Context: an optimization exercise on an open-source flow, tuned for small area. The choices shown serve that exercise and are no tape-out recipe.
Only simulation tests tie the RTL to the original design; equivalence was not proved.
The clock port is modelled as an ideal driver, which makes a skipped or thinned clock tree look cheaper than it is; a real chip needs a root buffer or a tree.
Power and IR drop assume default switching activity.

== the reference run ==
==> flow/design.v <==
`timescale 1ns / 1ps
module robot(
input fpgaclk,rst,en,
input [2:0] echo,
output [2:0] trigger,led,
output wire [3:0] sig_out_R,sig_out_L
);
localparam [15:0] T_RESET = 16'h2512;    
localparam [15:0] T_JUMP  = 16'hb604;    
localparam [16:0] K_RESET = 17'h19196;   
localparam [16:0] K_TICK  = 17'h08049;   
reg [15:0] t;
reg trig;
wire t_jump = (t == T_JUMP);
always @(posedge fpgaclk or posedge rst)
    if (rst) t <= T_RESET;
    else     t <= {t[14:0], t[15] ^ t[2] ^ t_jump};
always @(posedge fpgaclk or posedge rst)
    if (rst) trig <= 1'b0;
    else     trig <= t_jump | (trig & ~(t[2] & t[6]));
assign trigger = {3{trig}};
reg [14:0] e0, e1, e2;
wire [14:0] m0, m1, m2;
genvar gi;
generate for (gi = 0; gi < 15; gi = gi + 1) begin : g_m
    if (gi == 0) begin : g0
        assign m0[0] = echo[0]; assign m1[0] = echo[1]; assign m2[0] = echo[2];
    end else begin : gn
        assign m0[gi] = m0[gi-1] & e0[gi-1];
        assign m1[gi] = m1[gi-1] & e1[gi-1];
        assign m2[gi] = m2[gi-1] & e2[gi-1];
    end
end endgenerate
wire eclr = trig | rst;
always @(posedge fpgaclk)
    begin
        e0 <= {15{~eclr}} & (e0 ^ m0);
        e1 <= {15{~eclr}} & (e1 ^ m1);
        e2 <= {15{~eclr}} & (e2 ^ m2);
    end
wire [2:0] obs = {e2 < 15'd550, e1 < 15'd550, e0 < 15'd550};
assign led = ~obs & {3{~rst}};
reg dirR, dirL;
always @(posedge fpgaclk) begin
    dirR <= ~obs[1] & (~obs[2] | obs[0]);
    dirL <= ~obs[1] & (~obs[0] | obs[2]);
end
reg [16:0] k;
wire tick = (k == K_TICK);
always @(posedge fpgaclk or posedge rst)
    if (rst) k <= K_RESET;
    else     k <= {k[15:0], k[16] ^ k[2] ^ tick};
reg on, on_p;                 
reg dR, dL;
reg [1:0] phR_p, phL_p;
wire [1:0] phR = on_p ? {phR_p[1] ^ phR_p[0] ^ ~dR, ~phR_p[0]} : 2'b00;
wire [1:0] phL = on_p ? {phL_p[1] ^ phL_p[0] ^ ~dL, ~phL_p[0]} : 2'b00;
always @(posedge fpgaclk or posedge rst)
    if (rst) begin
        on <= 1'b0; on_p <= 1'b0;
    end else if (tick) begin
        on <= en; on_p <= on;
    end
always @(posedge fpgaclk)
    if (tick) begin
        dR <= dirR; phR_p <= phR;
        dL <= dirL; phL_p <= phL;
    end
assign sig_out_R = {on_p &  phR_p[1] &  phR_p[0], on_p &  phR_p[1] & ~phR_p[0],
                    on_p & ~phR_p[1] &  phR_p[0], on_p & ~phR_p[1] & ~phR_p[0]};
assign sig_out_L = {on_p &  phL_p[1] &  phL_p[0], on_p &  phL_p[1] & ~phL_p[0],
                    on_p & ~phL_p[1] &  phL_p[0], on_p & ~phL_p[1] & ~phL_p[0]};
endmodule
clock: 10.0 ns
lec_check: 0
cap_margin: 20
core_margin: 2
core_utilization: 80
slew_margin: 20
buffer_ports_args: -buffer_cell sky130_fd_sc_hd__buf_1
cts_args: -sink_clustering_enable -repair_clock_nets -dont_use_dummy_load
standard.sh (not shown) runs the stock make flow with config.mk's settings and CLKGATE_MAP_FILE= SYNTH_SCRIPT=/design/flow/synth_recipe.tcl, a recipe that flattens the netlist after the stock synthesis.
==> flow/flow/run.sh <==
#!/bin/bash
# Standard layout with two changes: port buffers use the smallest buffer
# (buf_1), and CTS inserts no dummy loads.
set -euo pipefail
cat >> config.mk <<'EOC'
export BUFFER_PORTS_ARGS = -buffer_cell sky130_fd_sc_hd__buf_1
export CTS_ARGS = -sink_clustering_enable -repair_clock_nets -dont_use_dummy_load
EOC
bash standard.sh finish > standard_flow.log 2>&1
What the trial run does differently from the reference run at the input level:
--- a/flow/design.v
+++ b/flow/design.v
@@ -31,15 +31,16 @@
         assign m2[gi] = m2[gi-1] & e2[gi-1];
     end
 end endgenerate
-wire eclr = trig | rst;
-always @(posedge fpgaclk)
-    begin
-        e0 <= {15{~eclr}} & (e0 ^ m0);
-        e1 <= {15{~eclr}} & (e1 ^ m1);
-        e2 <= {15{~eclr}} & (e2 ^ m2);
+always @(posedge fpgaclk or posedge rst)
+    if (rst) begin
+        e0 <= 15'd0; e1 <= 15'd0; e2 <= 15'd0;
+    end else begin
+        e0 <= {15{~trig}} & (e0 ^ m0);
+        e1 <= {15{~trig}} & (e1 ^ m1);
+        e2 <= {15{~trig}} & (e2 ^ m2);
     end
 wire [2:0] obs = {e2 < 15'd550, e1 < 15'd550, e0 < 15'd550};
-assign led = ~obs & {3{~rst}};
+assign led = ~obs;
 reg dirR, dirL;
 always @(posedge fpgaclk) begin
     dirR <= ~obs[1] & (~obs[2] | obs[0]);
[summary]
Taking the reference run as the reference point, the logic gate share of total power of the trial run rises by 10 points. NOTE area inside the core boundary the reference run->the trial run increased by a little under 10%. Worst endpoint required time of the trial run is on par with the reference run. Total area of multi-input combinational cells in the trial run vs the reference run: down 1.6%. Between the reference run and the trial run, the per-cell via count in the routed design is lower for the trial run. In the trial run relative to the reference run, number of fill cells in the layout had gone up by more than 10%. Post-synthesis share of cell area spent on xor and xnor gates: the trial run vs the reference run, no meaningful difference. Critical path depth: the trial run vs the reference run identical.

RTL: the design.v shown in full above, as it stands there.
Settings: LEC_CHECK=0, CAP_MARGIN=20, CORE_MARGIN=2, CORE_UTILIZATION=80, GPL_TIMING_DRIVEN=0, SLEW_MARGIN=20, BUFFER_PORTS_ARGS=-buffer_cell sky130_fd_sc_hd__buf_1, CTS_ARGS=-sink_clustering_enable -repair_clock_nets -dont_use_dummy_load, POST_CTS_TCL=/design/flow/flow/merge_clk.tcl, PRE_GLOBAL_PLACE_TCL=/design/flow/flow/remove_bufs.tcl, CLK_GROUPS=4, CLK_LEAF_CELL=sky130_fd_sc_hd__buf_8; clock period 10.0 ns.
==> flow/flow/run.sh <==
#!/bin/bash
# Standard layout (standard.sh, with the standard flow's synthesis) with these changes:
# - port buffers use the smallest buffer (buf_1);
# - CTS inserts no dummy loads, and after CTS flow/merge_clk.tcl replaces the
#   clock tree with 4 buf_8 leaf buffers fed from the clock port.
# The make output goes to standard_flow.log; each ORFS step keeps its own log
# under orfs/logs.
set -euo pipefail
cat >> config.mk <<EOC
export BUFFER_PORTS_ARGS = -buffer_cell sky130_fd_sc_hd__buf_1
export CTS_ARGS = -sink_clustering_enable -repair_clock_nets -dont_use_dummy_load
export POST_CTS_TCL = $PWD/flow/merge_clk.tcl
export PRE_GLOBAL_PLACE_TCL = $PWD/flow/remove_bufs.tcl
export CLK_GROUPS = 4
export CLK_LEAF_CELL = sky130_fd_sc_hd__buf_8
EOC
bash standard.sh finish > standard_flow.log 2>&1
Other scripts of this flow, unchanged in this note and not shown: flow/flow/merge_clk.tcl, flow/flow/remove_bufs.tcl
Then changed:
--- a/flow/design.v
+++ b/flow/design.v
@@ -6,10 +6,10 @@
 output wire [3:0] sig_out_R,sig_out_L
 );
 localparam [15:0] T_RESET = 16'h2512;    
 localparam [15:0] T_JUMP  = 16'hb604;    
-localparam [16:0] K_RESET = 17'h19196;   
-localparam [16:0] K_TICK  = 17'h08049;   
+localparam [16:0] K_RESET = 17'h11a22;   
+localparam [16:0] K_TICK  = 17'h0300e;   
 reg [15:0] t;
 reg trig;
 wire t_jump = (t == T_JUMP);
 always @(posedge fpgaclk or posedge rst)
@@ -48,9 +48,9 @@
 reg [16:0] k;
 wire tick = (k == K_TICK);
 always @(posedge fpgaclk or posedge rst)
     if (rst) k <= K_RESET;
-    else     k <= {k[15:0], k[16] ^ k[2] ^ tick};
+    else     k <= {k[15:0], ~(k[16] ^ k[5]) ^ tick};
 reg on, on_p;                 
 reg dR, dL;
 reg [1:0] phR_p, phL_p;
 wire [1:0] phR = on_p ? {phR_p[1] ^ phR_p[0] ^ ~dR, ~phR_p[0]} : 2'b00;
After rerunning: Cell area is about the same. Final cell count increases slightly. Sequential power is about the same. Core utilization barely changes. Wire length decreases by roughly a tenth. Worst setup slack gains 0.0036 ns. Die area hardly moves. Fmax is about the same. Area after synthesis is about the same. Power decreases slightly.
No run of this note takes its clock network from TritonCTS; it comes from the design's own scripts or RTL.

## static timing again, ports no longer ideal
No port has a modelled driver above. Below, the same layouts with a new extraction and two added sets of constraints. Step 1, drivers: a clkbuf_16 drives fpgaclk and a buf_2 each remaining input, both assumed. Step 2, shift: input delay + t, output delay - t, t = (earliest + latest rising clock arrival at the registers) / 2. This alone moves slack from input paths to output paths. a / b / c = ideal ports / drivers / drivers and shift; a / b = the first two.
| run | t (ns) | setup slack, ns | slew at the worst register clock pin (ns) |
|---|---|---|---|
| the reference run | 0.370 | 5.175 / 5.183 / 4.812 | 0.08 / 0.08 |
| the trial run | 0.360 | 5.350 / 5.355 / 4.994 | 0.08 / 0.08 |
| the first run of note 2 | 0.206 | 5.012 / 5.058 / 4.852 | 0.12 / 0.12 |
| the second run of note 2 | 0.204 | 5.016 / 5.063 / 4.860 | 0.11 / 0.11 |
After both steps setup and hold are still met in every run listed. For the reference run, which loses most, drivers alone change the setup slack by +0.008 ns; drivers and shift together by -0.363 ns.
